Context: an optimization exercise on an open-source flow, tuned for small area. The choices shown serve that exercise and are no tape-out recipe. Only simulation tests tie the RTL to the original design; equivalence was not proved.

==> flow/design.v, too long to show whole: its modules and the start of the top module <==
// module ADD_step3: 49 lines
// module int_compare: 7 lines
// module right_shift: 8 lines
// module mul_26b: 1049 lines
// module cpa_hi: 131 lines
// module cpa_lo: 55 lines
// module adder_8b: 8 lines
// module subtract: 8 lines
// module rounder: 13 lines
// module left_shift: 17 lines
// module FPU_top_level: 96 lines
module FPU_top_level
(
 input         clk,
 input         nrst,
 input  [31:0] floating_point1,
 input  [31:0] floating_point2,
 input  [2:0]  frm,
 input  [6:0]  funct7,
 output [31:0] floating_point_out,
 output [4:0]  flags
 );
  // ...
==> flow/run.sh <==
#!/bin/bash
# synth_recipe.tcl (not shown) runs the flow's synth.tcl, then flattens the netlist and writes it again
# the make line also repeats each setting of config.mk as NAME=value (left out here)
make -C /OpenROAD-flow-scripts/flow DESIGN_CONFIG=/design/flow/config.mk WORK_HOME=/design/flow/orfs CLKGATE_MAP_FILE= SYNTH_SCRIPT=/design/flow/synth_recipe.tcl finish
==> flow/config.mk <==
export PLATFORM = sky130hd
export DESIGN_NAME = FPU_top_level
export DESIGN_NICKNAME = FPU_top_level
export VERILOG_FILES = /design/flow/design.v
export SDC_FILE = /design/flow/constraint.sdc
export NUM_CORES = 4
export LEC_CHECK = 0
export ABC_AREA = 1
export CAP_MARGIN = 20
export CORE_MARGIN = 2
export CORE_UTILIZATION = 40
export SLEW_MARGIN = 20
==> flow/constraint.sdc <==
create_clock -name core_clock -period 10.0 [get_ports {clk}]
set_input_delay 2.0000 -clock core_clock [delete_from_list [all_inputs] [get_ports {clk}]]
set_output_delay 2.0000 -clock core_clock [all_outputs]
set_load 0.01 [all_outputs]
==> impl_metrics.toml, run 1 <==
[clock_network]
clockRootBuffer = "clkbuf_16"
cts_tree = "built"
cts_resized = 0

[worst_hold_path]
min_to = "r2_rmode[0]$_DFF_P_"

[finish]
comb.multi_input.count = 2232
layout-drive-gt1-share_pct = 5.01
fillers = 5827
dominant_cells = "multi-input combinational cells"
final_cell_mix = "504 x inv_1, 463 x nand2_1, 322 x xor2_1"
largestRegisters = "r1_big: 32 flops, r1_small: 32 flops, r2_t: 27 flops"
signal_buffers = 166

[floorplanning]
core-area_um2 = 56200
initial_utilization_pct = 40.3

[status]
outcome = "complete, no violations"

[synth]
synthArstFlopShare_pct = 3.67
yosysUniqueCellTypes = 55
synth_compound_area_share_pct = 17.6
synth_xor_area_share_pct = 13.3
synth_top_family_by_area = "adder cells"

[worst_setup_path]
r2r_cells = 57
worstReg2RegEnd = "r2_t[24]$_DFF_P_"
worst-path-stages = 36

[placed_design]
portBuffers = 105

[sta]
finalHoldViolations = 0
fin_ws_ns = 0.863

[global_route]
grt_busiest_layer = "met2"
==> module int_compare, before the edit <==
module int_compare(
	input  [30:0] a,
	input  [30:0] b,
	output        lt     
);
   assign lt = a < b;
endmodule
==> module adder_8b, before the edit <==
module adder_8b(
	input  [7:0] a,
	input  [7:0] b,
	input        ci,
	output [8:0] s
);
   assign s = {1'b0, a} + {1'b0, b} + {8'd0, ci};
endmodule
==> module subtract, before the edit <==
module subtract(
	input  [8:0] a,
	input  [8:0] b,
	input        ci,
	output [8:0] s
);
   assign s = a + b + {8'd0, ci};
endmodule
==> run 2: changes to the inputs <==
--- a/flow/design.v
+++ b/flow/design.v
@@ -52,7 +52,15 @@
 	input  [30:0] b,
 	output        lt     
 );
-   assign lt = a < b;
+   wire [31:0] c;    
+   assign c[0] = 1'b0;
+   genvar i;
+   generate
+      for (i = 0; i < 31; i = i + 1) begin : g
+         assign c[i+1] = (~a[i] & b[i]) | (~(a[i] ^ b[i]) & c[i]);
+      end
+   endgenerate
+   assign lt = c[31];
 endmodule
 module right_shift(
 	input      [25:0] fraction,
@@ -1303,7 +1311,16 @@
 	input        ci,
 	output [8:0] s
 );
-   assign s = {1'b0, a} + {1'b0, b} + {8'd0, ci};
+   wire [8:0] c;
+   assign c[0] = ci;
+   genvar i;
+   generate
+      for (i = 0; i < 8; i = i + 1) begin : g
+         assign s[i]   = a[i] ^ b[i] ^ c[i];
+         assign c[i+1] = (a[i] & b[i]) | (c[i] & (a[i] ^ b[i]));
+      end
+   endgenerate
+   assign s[8] = c[8];
 endmodule
 module subtract(
 	input  [8:0] a,
@@ -1311,7 +1328,15 @@
 	input        ci,
 	output [8:0] s
 );
-   assign s = a + b + {8'd0, ci};
+   wire [9:0] c;
+   assign c[0] = ci;
+   genvar i;
+   generate
+      for (i = 0; i < 9; i = i + 1) begin : g
+         assign s[i]   = a[i] ^ b[i] ^ c[i];
+         assign c[i+1] = (a[i] & b[i]) | (c[i] & (a[i] ^ b[i]));
+      end
+   endgenerate
 endmodule
 module rounder(
 	input  [1:0]  rmode,      
==> flow/flow/run.sh (new file) <==
#!/bin/bash
# Own layout flow: the standard synthesis, then full-adder polarity clean-up
# of the netlist (flow/fixinv.py: removes inverters between full adders; the
# registers are untouched), then the standard layout with the smallest buffer
# on the ports.  Each step's full output goes to a log file in this folder.
set -euo pipefail
W=$(pwd)
R=$W/orfs/results/$FLOW_PLATFORM/FPU_top_level/base

bash standard.sh synth > synth.log 2>&1

cp "$R/1_2_yosys.v" "$W/1_2_yosys.standard.v"
python3 flow/fixinv.py "$W/1_2_yosys.standard.v" "$R/1_2_yosys.v" > fixinv.log 2>&1
rm -f "$R/1_synth.odb" "$R/1_synth.sdc"

export BUFFER_PORTS_ARGS="-buffer_cell sky130_fd_sc_hd__buf_1"
bash standard.sh finish > layout.log 2>&1
==> flow/flow/fixinv.py (new file) <==
#!/usr/bin/env python3
"""Remove inverters around full-adder cells in a flat sky130 gate netlist.

A full adder is self-dual: fa(~a, ~b, ~c) = (~cout, ~sum).  The script picks,
for every fa cell, whether to implement it in true or complemented form so
that as few nets as possible need an inverter, then rebuilds the inverters.
Registers and every other cell are left as they are.

usage: fixinv.py IN.v OUT.v
"""
import re
import sys
import collections

src = open(sys.argv[1]).read()

m = re.search(r'\bmodule\s', src)
cell_re = re.compile(r'^\s*(sky130_fd_sc_hd__\w+)\s+(\\\S+\s|\S+)\s*\((.*?)\);\s*$', re.S | re.M)
pin_re = re.compile(r'\.(\w+)\(\s*(\\\S+\s|[^()\s]+)\s*\)')

OUTPINS = {'X', 'Y', 'Q', 'Q_N', 'SUM', 'COUT', 'HI', 'LO'}

cells = []  # [type, name, [(pin, net)], span]
for mm in cell_re.finditer(src):
    typ, name, body = mm.group(1), mm.group(2), mm.group(3)
    pins = [(p, n.strip()) for p, n in pin_re.findall(body)]
    cells.append([typ, name, pins, mm.span()])

# output ports of the module
hdr = src[:cells[0][3][0]] if cells else src
outputs = set()
for mm in re.finditer(r'^\s*output\s+(?:\[(\d+):(\d+)\]\s*)?(\\\S+\s|\w+)\s*;', src, re.M):
    nm = mm.group(3).strip()
    if mm.group(1):
        hi, lo = int(mm.group(1)), int(mm.group(2))
        for i in range(min(hi, lo), max(hi, lo) + 1):
            outputs.add(f'{nm}[{i}]')
    else:
        outputs.add(nm)


def is_inv(t):
    return re.match(r'sky130_fd_sc_hd__(clk)?inv_\d+$', t) is not None


def is_fa(t):
    return re.match(r'sky130_fd_sc_hd__fa_\d+$', t) is not None


driver = {}
for ci, (typ, name, pins, span) in enumerate(cells):
    for p, n in pins:
        if p in OUTPINS:
            driver[n] = (ci, p)

# inverters that may be removed: output does not drive a port
removable = set()
for ci, (typ, name, pins, span) in enumerate(cells):
    if is_inv(typ):
        y = dict(pins)['Y']
        if y not in outputs:
            removable.add(ci)


def root(n):
    par = 0
    seen = 0
    while n in driver and driver[n][0] in removable:
        n = dict(cells[driver[n][0]][2])['A']
        par ^= 1
        seen += 1
        if seen > 100:
            raise SystemExit('inverter loop')
    return n, par


# load requirements: list of (cell index, pin, source net, parity)
loads = []
for ci, (typ, name, pins, span) in enumerate(cells):
    if ci in removable:
        continue
    for p, n in pins:
        if p in OUTPINS or p == 'CLK':
            continue
        s, par = root(n)
        loads.append((ci, p, s, par))

fa_cells = [ci for ci, c in enumerate(cells) if is_fa(c[0])]
flip = collections.defaultdict(int)

# per source: loads that need it
by_src = collections.defaultdict(list)
for li, (ci, p, s, par) in enumerate(loads):
    by_src[s].append(li)


def phys(s):
    d = driver.get(s)
    if d and is_fa(cells[d[0]][0]):
        return flip[d[0]]
    return 0


def need(li):
    ci, p, s, par = loads[li]
    return par ^ (flip[ci] if is_fa(cells[ci][0]) else 0)


def src_cost(s):
    ph = phys(s)
    return 1 if any(need(li) != ph for li in by_src[s]) else 0


def touched(ci):
    srcs = set()
    for p, n in cells[ci][2]:
        if p in OUTPINS:
            srcs.add(n)
        elif p != 'CLK':
            srcs.add(root(n)[0])
    return srcs


tsets = {ci: list(touched(ci)) for ci in fa_cells}
before = sum(src_cost(s) for s in by_src)
import random
rng = random.Random(1)
cur = before
best = cur
best_flip = dict(flip)
T = 0.6
steps = 60 * len(fa_cells) + 1000
for k in range(steps):
    ci = fa_cells[rng.randrange(len(fa_cells))]
    ss = tsets[ci]
    c0 = sum(src_cost(s) for s in ss)
    flip[ci] ^= 1
    c1 = sum(src_cost(s) for s in ss)
    d = c1 - c0
    temp = T * (1 - k / steps) + 1e-3
    if d <= 0 or rng.random() < pow(2.718, -d / temp):
        cur += d
        if cur < best:
            best = cur
            best_flip = dict(flip)
    else:
        flip[ci] ^= 1
flip = collections.defaultdict(int, best_flip)
improved = True
while improved:
    improved = False
    for ci in fa_cells:
        ss = tsets[ci]
        c0 = sum(src_cost(s) for s in ss)
        flip[ci] ^= 1
        if sum(src_cost(s) for s in ss) < c0:
            improved = True
        else:
            flip[ci] ^= 1
after = sum(src_cost(s) for s in by_src)

# rebuild connections
newpin = {}  # (ci, pin) -> net
invs = []
ninv = 0
for s, lis in by_src.items():
    ph = phys(s)
    inv_net = None
    for li in lis:
        ci, p, _, _ = loads[li]
        if need(li) == ph:
            newpin[(ci, p)] = s
        else:
            if inv_net is None:
                ninv += 1
                inv_net = f'_fixinv_{ninv}_'
                invs.append((f'_fixinv_cell_{ninv}_', s, inv_net))
            newpin[(ci, p)] = inv_net

out = []
pos = 0
for ci, (typ, name, pins, span) in enumerate(cells):
    out.append(src[pos:span[0]])
    pos = span[1]
    if ci in removable:
        continue
    plist = []
    for p, n in pins:
        n2 = newpin.get((ci, p), n)
        if n2.startswith('\\') and not n2.endswith(' '):
            n2 += ' '
        plist.append(f'    .{p}({n2})')
    out.append(f'  {typ} {name.strip()} ' + ('' if name.strip().startswith('\\') is False else '') + '(\n' + ',\n'.join(plist) + '\n  );')
tail = src[pos:]
decl = ''.join(f'  wire {net};\n' for _, _, net in invs)
icells = ''.join(f'  sky130_fd_sc_hd__inv_1 {cn} (\n    .A({s}{" " if s.startswith(chr(92)) and not s.endswith(" ") else ""}),\n    .Y({net})\n  );\n'
                 for cn, s, net in invs)
endm = tail.rfind('endmodule')
tail = tail[:endm] + icells + tail[endm:]
text = ''.join(out) + tail
# declare new wires after the module header (before the first cell)
first = text.find('  sky130_fd_sc_hd__')
text = text[:first] + decl + text[first:]
open(sys.argv[2], 'w').write(text)
nrem = len(removable)
print(f'fixinv: {len(fa_cells)} fa cells, {sum(flip.values())} flipped; '
      f'inverted sources {before} -> {after}; inverters removed {nrem}, added {ninv}')
==> flow/standard.sh (new file) <==
#!/bin/bash
# synth_recipe.tcl (not shown) runs the flow's synth.tcl, then flattens the netlist and writes it again
# the make line also repeats each setting of config.mk as NAME=value (left out here)
make -C /OpenROAD-flow-scripts/flow DESIGN_CONFIG=/design/flow/config.mk WORK_HOME=/design/flow/orfs CLKGATE_MAP_FILE= SYNTH_SCRIPT=/design/flow/synth_recipe.tcl "${@:-finish}"
--- a/flow/config.mk
+++ b/flow/config.mk
@@ -9,4 +9,5 @@
 export CAP_MARGIN = 20
 export CORE_MARGIN = 2
 export CORE_UTILIZATION = 40
+export GPL_TIMING_DRIVEN = 0
 export SLEW_MARGIN = 20
removed: flow/run.sh
==> run 2 against run 1 <==
Critical path depth up 6. Sequential share of layout area up 0.34 points. Die area shrank 4.0%. Critical path type is now reg2reg. Cell area fell by 2.9%. Maximum frequency decreased by 5.1%. Non-clock buffer count grew 175. Largest cell class unchanged. Clock-buffer cell count shrank 1. Setup slack worse by 0.49 ns. Highest routed layer unchanged.
==> impl_metrics.toml, run 2 <==
[global_route]
overflow = 0
track_usage_pct = 36.8
grt_max_degree = 20
antenna_found_initial = 1
grt_pass1_wl_mm = 149
grt_pass1_vias = 21525

[clock_network]
numCtsBuffers = 9
cts_hold_buffers = 0
cts.path.max_buffers = 2
clockRootBuffer = "clkbuf_16"
insertion_delay_ns = 0.38
htreeDepth = 3
clkSinkCount = 109
cts_tree = "built"
clkSlewWorstSetupHoldPaths_ns = 0.08

[finish]
mostFrequentLayoutCell = "inv_1"
final_cell_mix = "430 x inv_1, 391 x nand2_1, 318 x xor2_1"
layout-drive-gt1-share_pct = 7.01
finalNetCount = 3506
largestRegisters = "r1_big: 32 flops, r1_small: 32 flops, r2_t: 27 flops"
fillers = 5562
syn_to_final_growth_pct = 10.2
seqCellArea_um2 = 2220
multi_input_area_um2 = 17200
diodes = 0
fin_cells = 3721

[worst_setup_path]
critPathKind = "reg2reg"
cp-end-kind = "flip-flop"
arrival_ns = 9.89
required_ns = 10.26
worst-path-buf-inv = 3
critPathSlowestCell = "clkbuf_1"
path_delay_family = "adder cells"
max_stage_delay_ns = 0.80
critPathLaunchType = "flip-flop"
crit_fanout = 10

[drt]
drc = 0
num_vias = 21845
highest_layer = "met5"
wl_per_cell_um = 27.9
wl_met1_mm = 45.1
route.met2.wl_mm = 43.4
vias_per_cell = 5.87
ant_nets = 0
drt-total-wl_mm = 104
drtIter0Drc = 2406
drt_first_pass_iters = 6
wl_met3_mm = 12.1

[floorplanning]
dieArea_um2 = 56100
core-area_um2 = 53700
io_pins = 113
die_x_um = 237
die_h_um = 237
initial_utilization_pct = 40.4
rows = 85

[placed_design]
gp_routability_congestion = 1.03
hpwl_mm = 83.4
portBuffers = 105
dpl.cell_count = 3666

[sta]
fmax_mhz = 104
fin_crit_sh_pct = 96.3
relSlewSlack_pct = 22.0
finClkSkew_ns = 0.0168
fin_hold_ws_ns = 0.332
min_period_ns = 9.63
finalHoldViolations = 0
finalSetupViolations = 0
drv_slew = 0
worst_pin_slew_ns = 1.17

[status]
outcome = "complete, no violations"

[synth]
ys_warn_count = 1
synth_nets = 3350
netlist_area_um2 = 21700
syn_area_per_cell_um2 = 7.57
synthCells = 2864

[worst_hold_path]
hold_path_class = "reg2reg"

[job]
drv_cap = 0
==> run 2: path summary, 6_finish.rpt <==
kind                                      startpoint                  end  slack (ns)  depth (start not counted)
worst min-delay path             r1_rmode[0]$_DFF_P_  r2_rmode[0]$_DFF_P_        0.33                          0
min in group asynchronous                       nrst     r2_inv$_DFF_PN0_        1.44                          1
worst max register to register  r1_small[11]$_DFF_P_     r2_t[25]$_DFF_P_        0.37                         42
worst max-delay path            r1_small[11]$_DFF_P_     r2_t[25]$_DFF_P_        0.37                         42
max in group asynchronous                       nrst     r1_mul$_DFF_PN0_        8.37                          1
worst min register to register   r1_rmode[0]$_DFF_P_  r2_rmode[0]$_DFF_P_        0.33                          0
==> run 2: routing by layer <==
metal,global-route usage (%),up-vias
li1,-,9624
met1,51.9,10805
met2,54.1,1227
met3,11.4,187
met4,10.3,2
met5,0,-
==> run 2: area by class of cell <==
type                            count  share of cell area (%)
Tap cell                          696                    3.64
Clock buffer                        9                   0.942
Buffer                            193                    3.71
Sequential cell                   109                    9.29
Timing Repair Buffer              148                    3.13
Inverter                          442                    7.11
Clock inverter                      7                   0.340
Multi-Input combinational cell   2117                    71.8
==> run 2: worst reg2reg max path, delay by kind of cell, from the launching register on <==
| kind | cells | cell delay [ns] |
|---|---|---|
| and+or+nand+nor | 9 | 0.87 |
| AOI/OAI and AO/OA | 19 | 3.24 |
| xor gates and xnor gates | 2 | 0.33 |
| adders and majority gates | 9 | 3.67 |
| DFF | 1 | 0.35 |
| buffers and inverters | 3 | 1.04 |
==> run 2: per-stage QoR <==
stage	setup TNS [ns]	cell area (um^2)	setup WS (ns)	util [%]
floorplan	0	21700	1.51	-
detailed placement	-3.24	23000	-0.694	42.8
finish	0	23900	0.368	44.5
CTS	0	23400	0.00582	43.5
global route	-0.0170	23900	-0.0111	44.5
global placement	-11.08	23000	-1.33	42.7
==> run 2: repair_timing <==
action / 4_1_cts / 5_1_grt
setup buffers: 2 / 40
resized for setup: 41 / 161
pin swaps: 0 / 3
endpoints found under the setup margin: 19 / 33
cloned: 0 / 0
==> run 3: changes to the inputs <==
--- a/flow/config.mk
+++ b/flow/config.mk
@@ -9,5 +9,4 @@
 export CAP_MARGIN = 20
 export CORE_MARGIN = 2
 export CORE_UTILIZATION = 40
-export GPL_TIMING_DRIVEN = 0
 export SLEW_MARGIN = 20
==> run 3 against run 2 <==
Worst hold slack got worse by 0.0015 ns. Cell area decreased by 2.7%. Core utilization is 1.2 points lower. Wire length is 24% lower. Cell count down 3.7%. Critical path type is now reg2out. Via count is 6.5% lower. Synthesized cell count unchanged.
==> impl_metrics.toml, run 3 <==
[floorplanning]
rows = 85
die_x_um = 237
dieArea_um2 = 56100
core-area_um2 = 53700
initial_utilization_pct = 40.4
io_pins = 113
die_h_um = 237

[placed_design]
post-place-ws_ns = 0.439
portBuffers = 105
post_dp_cell_area_um2 = 22900
hpwl_mm = 60.6
gp_routability_congestion = 0.970

[finish]
syn_to_final_growth_pct = 7.19
final_util_pct = 43.3
design_area_um2 = 23200
mostFrequentLayoutCell = "inv_1"
layout-drive-gt1-share_pct = 5.37
final_cell_mix = "438 x inv_1, 391 x nand2_1, 319 x xor2_1"
finalNetCount = 3368
diodes = 0
largestRegisters = "r1_big: 32 flops, r1_small: 32 flops, r2_t: 27 flops"

[sta]
setup-tns-final_ns = 0
fin_crit_sh_pct = 95.4
finClkSkew_ns = 0.00894
drv_slew = 0
relSlewSlack_pct = 26.8
fin_ws_ns = 0.455
fmax_mhz = 105
worst_pin_slew_ns = 1.10
finalHoldViolations = 0
min_period_ns = 9.54
finalSetupViolations = 0

[worst_setup_path]
rr_startpoint = "r1_small[6]$_DFF_P_"
cp-end-kind = "output pin"
worstReg2RegEnd = "r2_t[25]$_DFF_P_"
arrival_ns = 7.54
reg2reg_slack_ns = 0.97
crit_start = "r2_t[20]$_DFF_P_"
critPathKind = "reg2out"
critPathLaunchType = "flip-flop"
max_stage_delay_ns = 0.40
required_ns = 8.00
cpMostUsedCell = "fa_1"
critPathSlowestCell = "fa_1"
r2r_cells = 48
crit_fanout = 22

[status]
outcome = "complete, no violations"

[clock_network]
cts_tree = "built"
clkSlewWorstSetupHoldPaths_ns = 0.08
htreeDepth = 3
clkSinkCount = 109
numCtsBuffers = 9
clockRootBuffer = "clkbuf_16"
cts.path.max_buffers = 2
insertion_delay_ns = 0.38

[synth]
ys_warn_count = 1
netlist_area_um2 = 21700
synth_nets = 3350
synthCells = 2864
syn_area_per_cell_um2 = 7.57

[global_route]
overflow = 0
gr-usage-met3_pct = 5.05
track_usage_pct = 27.8
antenna_found_initial = 0
grt_busiest_layer = "met2"
grt_pass1_vias = 20251
met2_usage_pct = 43.7
use_met1_pct = 37.1
grt_pass1_wl_mm = 120
grt_max_degree = 121

[drt]
drc = 0
vias_per_cell = 5.70
wl_per_cell_um = 22.0
num_vias = 20426
drt_first_pass_iters = 5
drt-total-wl_mm = 78.8
ant_nets = 0
drtIter0Drc = 2123

[worst_hold_path]
min_to = "r2_rmode[1]$_DFF_P_"
hold_path_class = "reg2reg"
hold-path-cell-count = 0
min_from = "r1_rmode[1]$_DFF_P_"

[job]
drv_cap = 0
run 3: cell types whose count changed in the layout (fill, tap and decap cells not counted), sizes merged:
cell	delta
clkbuf	-146
bufinv	-1
buf	+10
clkinv	-2
clkinvlp	-6
nand2	+1
inv	+7
clkdlybuf4s15	-1
run 3: final cells by class:
cell class / count / area (um^2)
clock buffers: 11 / 253
clock inverters: 5 / 41.3
inverters: 442 / 1670
multi-input cells: 2118 / 17100
flip-flops and latches: 109 / 2200
repair buffers: 202 / 1120
well taps: 696 / 871
fillers: 5491 / 30500
run 3: worst max path at each step:
stage	to	slack (ns)
2_1_floorplan	floating_point_out[11]	1.51
3_3_place_gp	floating_point_out[9]	0.52
3_5_place_dp	floating_point_out[8]	0.44
4_1_cts	floating_point_out[8]	0.006
5_1_grt	floating_point_out[8]	-0.05
6_report	floating_point_out[8]	0.46
run 3: what timing repair did:
action,4_1_cts,5_1_grt
gates resized for setup,0,7
endpoints found under the setup margin,0,28
hold buffers,0,0
setup buffers,0,5
run 3: metrics by stage:
| stage | hold slack, ns | cells |
|---|---|---|
| finish | 0.330 | 3583 |
| global route | 0.338 | 3583 |
| CTS | 0.333 | 3577 |
| detailed placement | 0.316 | 3561 |
| global placement | 0.313 | 3561 |
| floorplan | 0.310 | 2864 |
run 3: routing by layer:
layer / share of wire [%] / wire [um]
met1: 41 / 32700
met2: 45 / 35100
met3: 9.1 / 7190
met4: 4.9 / 3830
met5: 0 / 0
run 3: worst max-delay path: cells and delay by family, from the launching register on:
| kind | cells | cell delay (ns) |
|---|---|---|
| fa+ha+maj | 8 | 2.69 |
| simple gates | 14 | 2.14 |
| compound gates | 5 | 0.98 |
| buf+inv | 7 | 0.96 |
| flops | 1 | 0.36 |
==> run 4: changes to the inputs <==
==> flow/flow/run.sh (replaced) <==
#!/bin/bash
# Own layout flow: the standard synthesis; full-adder polarity clean-up of the
# netlist (flow/fixinv.py); an area re-mapping of the other combinational
# cells with ABC (flow/reabc.tcl; registers and adders untouched); then the
# standard layout with the smallest buffer on the ports.  Each step's full
# output goes to a log file in this folder.
set -euo pipefail
W=$(pwd)
R=$W/orfs/results/$FLOW_PLATFORM/FPU_top_level/base
export LIB=$FLOW_HOME/platforms/$FLOW_PLATFORM/lib/sky130_fd_sc_hd__tt_025C_1v80.lib

bash standard.sh synth > synth.log 2>&1

cp "$R/1_2_yosys.v" "$W/1_2_yosys.standard.v"
python3 flow/fixinv.py "$W/1_2_yosys.standard.v" "$W/1_2_yosys.fixinv.v" > fixinv.log 2>&1
NETIN=$W/1_2_yosys.fixinv.v NETOUT=$W/1_2_yosys.reabc.v \
  ABC_SCRIPT='+strash;dch;map,-a;topo;upsize;dnsize' \
  yosys -c flow/reabc.tcl > reabc.log 2>&1
cp "$W/1_2_yosys.reabc.v" "$R/1_2_yosys.v"
rm -f "$R/1_synth.odb" "$R/1_synth.sdc"

export BUFFER_PORTS_ARGS="-buffer_cell sky130_fd_sc_hd__buf_1"
bash standard.sh finish > layout.log 2>&1
==> flow/flow/reabc.tcl (new file) <==
# Re-map the combinational logic of the standard netlist for area.  Registers
# and full/half adders stay as they are (black boxes); every other cell is
# read as its liberty function and mapped again by ABC.
yosys read_liberty -ignore_miss_func $::env(LIB)
yosys blackbox sky130_fd_sc_hd__dfxtp_1 sky130_fd_sc_hd__dfrtp_1 sky130_fd_sc_hd__fa_1 sky130_fd_sc_hd__ha_1 sky130_fd_sc_hd__conb_1
yosys read_verilog $::env(NETIN)
yosys hierarchy -top $::env(FLOW_TOP)
yosys flatten
yosys opt -purge
yosys abc -liberty $::env(LIB) -dont_use sky130_fd_sc_hd__lpflow_bleeder_1 -dont_use sky130_fd_sc_hd__lpflow_clkbufkapwr_1 -dont_use sky130_fd_sc_hd__lpflow_clkbufkapwr_16 -dont_use sky130_fd_sc_hd__lpflow_clkbufkapwr_2 -dont_use sky130_fd_sc_hd__lpflow_clkbufkapwr_4 -dont_use sky130_fd_sc_hd__lpflow_clkbufkapwr_8 -dont_use sky130_fd_sc_hd__lpflow_clkinvkapwr_1 -dont_use sky130_fd_sc_hd__lpflow_clkinvkapwr_16 -dont_use sky130_fd_sc_hd__lpflow_clkinvkapwr_2 -dont_use sky130_fd_sc_hd__lpflow_clkinvkapwr_4 -dont_use sky130_fd_sc_hd__lpflow_clkinvkapwr_8 -dont_use sky130_fd_sc_hd__lpflow_decapkapwr_12 -dont_use sky130_fd_sc_hd__lpflow_decapkapwr_3 -dont_use sky130_fd_sc_hd__lpflow_decapkapwr_4 -dont_use sky130_fd_sc_hd__lpflow_decapkapwr_6 -dont_use sky130_fd_sc_hd__lpflow_decapkapwr_8 -dont_use sky130_fd_sc_hd__lpflow_inputiso0n_1 -dont_use sky130_fd_sc_hd__lpflow_inputiso0p_1 -dont_use sky130_fd_sc_hd__lpflow_inputiso1n_1 -dont_use sky130_fd_sc_hd__lpflow_inputiso1p_1 -dont_use sky130_fd_sc_hd__lpflow_inputisolatch_1 -dont_use sky130_fd_sc_hd__lpflow_isobufsrc_1 -dont_use sky130_fd_sc_hd__lpflow_isobufsrc_16 -dont_use sky130_fd_sc_hd__lpflow_isobufsrc_2 -dont_use sky130_fd_sc_hd__lpflow_isobufsrc_4 -dont_use sky130_fd_sc_hd__lpflow_isobufsrc_8 -dont_use sky130_fd_sc_hd__lpflow_isobufsrckapwr_16 -dont_use sky130_fd_sc_hd__lpflow_lsbuf_lh_hl_isowell_tap_1 -dont_use sky130_fd_sc_hd__lpflow_lsbuf_lh_hl_isowell_tap_2 -dont_use sky130_fd_sc_hd__lpflow_lsbuf_lh_hl_isowell_tap_4 -dont_use sky130_fd_sc_hd__lpflow_lsbuf_lh_isowell_4 -dont_use sky130_fd_sc_hd__lpflow_lsbuf_lh_isowell_tap_1 -dont_use sky130_fd_sc_hd__lpflow_lsbuf_lh_isowell_tap_2 -dont_use sky130_fd_sc_hd__lpflow_lsbuf_lh_isowell_tap_4 -dont_use sky130_fd_sc_hd__probe_p_8 -dont_use sky130_fd_sc_hd__probec_p_8  -script $::env(ABC_SCRIPT)
yosys opt_clean -purge
yosys rename -hide w:* i:* o:* %u %d
yosys rename -hide c:* t:sky130_fd_sc_hd__df* %d
yosys stat -liberty $::env(LIB)
yosys write_verilog -noattr $::env(NETOUT)
==> run 4 against run 3 <==
Still clean on timing, DRC and antenna. Wire length fell by 4.4%. Via count is 4.8% lower. Sequential cell count unchanged. Die area down 7.0%. Area after synthesis down 7.1%. Non-clock buffer count rose by 1. Maximum frequency rose by 1.6%. Synthesized cell count fell by 15%. Clock-buffer cell count shrank 2. Cell count decreased by 7.5%. Clock skew increased by 0.0078 ns. Sequential share of layout area is 0.31 points higher.
==> impl_metrics.toml, run 4 <==
[drt]
drc = 0
drt_first_pass_iters = 6
num_vias = 19446
wl_per_cell_um = 22.7
ant_nets = 0
drtIter0Drc = 1925
vias_per_cell = 5.86
drt-total-wl_mm = 75.4

[status]
outcome = "complete, no violations"

[worst_setup_path]
worstReg2RegEnd = "r2_t[25]$_DFF_P_"
critPathKind = "reg2out"
path_delay_family = "adder cells"
r2r_cells = 46
worst-path-buf-inv = 8
worst-path-stages = 34
crit_start = "r2_t[15]$_DFF_P_"
rr_startpoint = "r1_small[1]$_DFF_P_"
cpMostUsedCell = "fa_1"
critPathSlowestCell = "dfxtp_1"
reg2reg_slack_ns = 0.64
required_ns = 8.00
max_stage_delay_ns = 0.48
crit_end = "floating_point_out[16]"
arrival_ns = 7.39
cp-end-kind = "output pin"
crit_fanout = 20
critPathLaunchType = "flip-flop"

[worst_hold_path]
hold_path_class = "reg2reg"
min_from = "r1_rmode[0]$_DFF_P_"

[sta]
fmax_mhz = 106
min_period_ns = 9.39
finalHoldViolations = 0
finalSetupViolations = 0
fin_crit_sh_pct = 93.9
finClkSkew_ns = 0.0167
fin_ws_ns = 0.607
worst_pin_slew_ns = 0.870
relSlewSlack_pct = 42.0
drv_slew = 0
grt_setup_unrepaired = "false"
setup-tns-final_ns = 0

[floorplanning]
dieArea_um2 = 52200
rows = 82
io_pins = 113
initial_utilization_pct = 40.3
core-area_um2 = 50000
die_h_um = 228
die_x_um = 228

[synth]
synth_nets = 2910
syn_area_per_cell_um2 = 8.31
netlist_area_um2 = 20100
ys_warn_count = 1
synthCells = 2424

[clock_network]
clkSinkCount = 109
cts_tree = "built"
htreeDepth = 3
cts_hold_buffers = 0
numCtsBuffers = 9
clockRootBuffer = "clkbuf_16"
clkSlewWorstSetupHoldPaths_ns = 0.08
insertion_delay_ns = 0.38
cts.path.max_buffers = 2

[finish]
diodes = 0
final_util_pct = 45.1
multi_input_area_um2 = 17000
layout-drive-gt1-share_pct = 6.28
design_area_um2 = 22600
fillers = 5118
largestRegisters = "r1_big: 32 flops, r1_small: 32 flops, r2_t: 27 flops"
seqCellArea_um2 = 2210
syn_to_final_growth_pct = 12.0
final_cell_mix = "294 x xor2_1, 285 x fa_1, 278 x nand2_1, 278 x o22ai_1, 262 x clkinv_1"
finalNetCount = 3125
mostFrequentLayoutCell = "xor2_1"

[global_route]
grt_max_degree = 121
track_usage_pct = 28.9
overflow = 0
grt_pass1_wl_mm = 117
gr-usage-met3_pct = 4.47
antenna_found_initial = 0
grt_pass1_vias = 19990
met2_usage_pct = 48.5
grt_busiest_layer = "met2"
use_met1_pct = 36.3

[placed_design]
gp_routability_congestion = 0.999
post-place-ws_ns = 0.226
portBuffers = 105
post_dp_cell_area_um2 = 22100
hpwl_mm = 58.7

[job]
drv_cap = 0
run 4: how the worst min path moves through the flow:
stage                          end  slack (ns)  cells past startpoint
6_report       r2_rmode[0]$_DFF_P_        0.36                      0
5_1_grt        r2_rmode[0]$_DFF_P_        0.37                      0
4_1_cts        r2_rmode[1]$_DFF_P_        0.37                      0
3_5_place_dp   r2_rmode[1]$_DFF_P_        0.35                      0
3_3_place_gp   r2_rmode[0]$_DFF_P_        0.37                      0
2_1_floorplan  r2_rmode[0]$_DFF_P_        0.31                      0
run 4: cell type report:
type                    count  share of cell area (%)
well taps                 672                    3.73
inverters                 275                    4.71
multi-input cells        2040                    75.3
repair inverters            1                  0.0333
repair buffers            203                    5.06
clock inverters             7                   0.349
flip-flops and latches    109                    9.78
clock buffers               9                   0.998
run 4: per-layer routing:
metal	vias up	wire length, um
met3	245	5760
met2	989	35200
met5	-	0
li1	8869	-
met4	0	4290
met1	9343	30100
run 4: timing repair:
item | CTS | global route
setup buffers | 1 | 3
pin swaps | 1 | 0
gates resized for setup | 0 | 34
setup endpoints to repair | 14 | 26
cloned | 0 | 1
run 4: metrics by stage:
step / hold slack [ns] / std cells
4_1_cts: 0.371 / 3312
2_1_floorplan: 0.310 / 2424
6_report: 0.360 / 3316
5_1_grt: 0.370 / 3316
3_3_place_gp: 0.373 / 3295
3_5_place_dp: 0.350 / 3295
run 4: worst register-to-register path, delay by kind of cell, from the launching register on:
kind	cells	cell delay, ns
XOR/XNOR	2	0.30
AND/OR/NAND/NOR	15	1.65
flip-flops	1	0.35
adder cells (fa/ha/maj)	8	3.26
AO/OA/AOI/OAI	18	3.16
buffers and inverters	3	0.54
==> run 5: changes to the inputs <==
--- a/flow/config.mk
+++ b/flow/config.mk
@@ -9,4 +9,5 @@
 export CAP_MARGIN = 20
 export CORE_MARGIN = 2
 export CORE_UTILIZATION = 40
+export CTS_BUF_LIST = sky130_fd_sc_hd__clkbuf_4 sky130_fd_sc_hd__clkbuf_8
 export SLEW_MARGIN = 20
==> run 5 against run 4 <==
Still clean on timing, DRC and antenna. Wire length down 0.13%. Critical path depth unchanged. Non-clock buffer count unchanged. Register-to-register slack about the same. Area after synthesis unchanged. Maximum frequency down 0.57%. Core utilization down 0.19 points. Largest cell class unchanged.
==> impl_metrics.toml, run 5 <==
[global_route]
track_usage_pct = 28.9
grt_pass1_vias = 20010
antenna_found_initial = 0
grt_pass1_wl_mm = 117
grt_max_degree = 121
overflow = 0

[synth]
synthCells = 2424
netlist_area_um2 = 20100
syn_area_per_cell_um2 = 8.31
synth_nets = 2910
ys_warn_count = 1

[drt]
num_vias = 19483
highest_layer = "met4"
route.met2.wl_mm = 35.2
ant_nets = 0
wl_per_cell_um = 22.7
wl_met3_mm = 5.87
wl_met1_mm = 30.0
drt_first_pass_iters = 5
vias_per_cell = 5.88
drt-total-wl_mm = 75.3
drtIter0Drc = 1968
drc = 0

[worst_setup_path]
required_ns = 8.00
max_stage_delay_ns = 0.49
crit_start = "r2_t[15]$_DFF_P_"
crit_fanout = 20
arrival_ns = 7.45
rr_startpoint = "r1_small[1]$_DFF_P_"
critPathLaunchType = "flip-flop"
cpMostUsedCell = "fa_1"
critPathSlowestCell = "dfxtp_1"
critPathKind = "reg2out"
r2r_cells = 46
cp-end-kind = "output pin"

[sta]
grt_setup_unrepaired = "true"
setup-tns-final_ns = 0
finClkSkew_ns = 0.0243
worst_pin_slew_ns = 0.882
min_period_ns = 9.45
finalSetupViolations = 0
relSlewSlack_pct = 40.7
drv_slew = 0
fin_ws_ns = 0.554
fin_crit_sh_pct = 94.5
finalHoldViolations = 0
fmax_mhz = 106
fin_hold_ws_ns = 0.365

[clock_network]
clkSinkCount = 109
cts_hold_buffers = 0
numCtsBuffers = 9
htreeDepth = 3
cts_tree = "built"
insertion_delay_ns = 0.42
cts.path.max_buffers = 2
clkSlewWorstSetupHoldPaths_ns = 0.12
clockRootBuffer = "clkbuf_8"

[finish]
largestRegisters = "r1_big: 32 flops, r1_small: 32 flops, r2_t: 27 flops"
fillers = 5126
mostFrequentLayoutCell = "xor2_1"
final_util_pct = 45.0
syn_to_final_growth_pct = 11.5
design_area_um2 = 22500
final_cell_mix = "294 x xor2_1, 285 x fa_1, 278 x o22ai_1"
diodes = 0
layout-drive-gt1-share_pct = 6.35
finalNetCount = 3125

[placed_design]
portBuffers = 105
hpwl_mm = 58.7
post_dp_cell_area_um2 = 22100
post-place-ws_ns = 0.226
gp_routability_congestion = 0.999

[worst_hold_path]
hold_path_class = "reg2reg"
hold-path-cell-count = 0
min_from = "r1_rmode[0]$_DFF_P_"

[job]
drv_cap = 0

[floorplanning]
core-area_um2 = 50000
rows = 82
die_h_um = 228
io_pins = 113
dieArea_um2 = 52200
initial_utilization_pct = 40.3
die_x_um = 228

[status]
outcome = "complete, no violations"
run 5: area by class of cell:
class	count	area, um^2	share of cell area, %
clock inverter	7	78.8	0.351
timing repair inverter	1	7.51	0.0334
tap	672	841	3.74
sequential	109	2210	9.83
multi-input combinational	2040	17000	75.7
inverter	275	1070	4.75
clock buffer	9	124	0.551
timing repair buffer	203	1140	5.09
run 5: path summary, 6_finish.rpt:
kind | slack, ns | end
setup / recovery | 0.55 | floating_point_out[16]
max in group asynchronous | 8.38 | r1_mul$_DFF_PN0_
min in group asynchronous | 1.39 | r2_y$_DFF_PN0_
hold / removal | 0.37 | r2_rmode[0]$_DFF_P_
hold reg to reg | 0.37 | r2_rmode[0]$_DFF_P_
setup reg to reg | 0.63 | r2_t[25]$_DFF_P_
run 5: critical path, delay by kind of cell, from the launching register on:
family / cells / cell delay, ns
fa+ha+maj: 8 / 2.71
buf+inv: 8 / 1.30
simple gates: 12 / 1.52
compound gates: 6 / 0.98
flops: 1 / 0.49
run 5: layer usage:
| metal | global-route usage [%] | up-vias |
|---|---|---|
| li1 | - | 8848 |
| met1 | 36.2 | 9387 |
| met2 | 48.6 | 1005 |
| met3 | 4.52 | 243 |
| met4 | 13.9 | 0 |
| met5 | 0 | - |
run 5: repair_timing:
| item | 4_1_cts | 5_1_grt |
|---|---|---|
| gates cloned | 0 | 1 |
| setup buffers | 1 | 3 |
| resized for setup | 0 | 36 |
| endpoints found under the setup margin | 19 | 26 |
| pin swaps | 1 | 0 |
run 5: through the flow:
step	cells
final	3316
after global routing	3316
after CTS	3312
after detailed placement	3295
after global placement	3295
after floorplan	2424

==> what the ideal ports hide <==
The results above use ideal ports. As a check the final layouts listed here were re-extracted and re-timed, cells and wires unchanged. Step 1 sets driving cells, clkbuf_16 on the clock port and buf_2 on the other inputs (assumed; they add their load-dependent delay and slew). Step 2 also shifts input and output timing later by t, the mid clock arrival at the registers, as if the neighbouring blocks saw the same clock. a / b / c = no drivers / after step 1 / after step 2; a / b = the first two.
run | t, ns | slack for setup (ns) | worst hold slack (ns) | latest minus earliest clock arrival (ns) | worst slew at a driven data input, ns
run 1 | 0.412 | 0.863 / 0.815 / 0.902 | 0.328 / 0.328 / 0.328 | 0.012 / 0.011 | 0.07
run 2 | 0.427 | 0.368 / 0.368 / 0.368 | 0.332 / 0.332 / 0.332 | 0.016 / 0.017 | 0.07
run 3 | 0.425 | 0.455 / 0.403 / 0.828 | 0.330 / 0.330 / 0.330 | 0.009 / 0.009 | 0.06
run 4 | 0.422 | 0.607 / 0.559 / 0.643 | 0.360 / 0.360 / 0.360 | 0.016 / 0.017 | 0.04
run 5 | 0.452 | 0.554 / 0.510 / 0.633 | 0.365 / 0.365 / 0.365 | 0.026 / 0.025 | 0.04
After both steps every run listed still meets setup and hold.
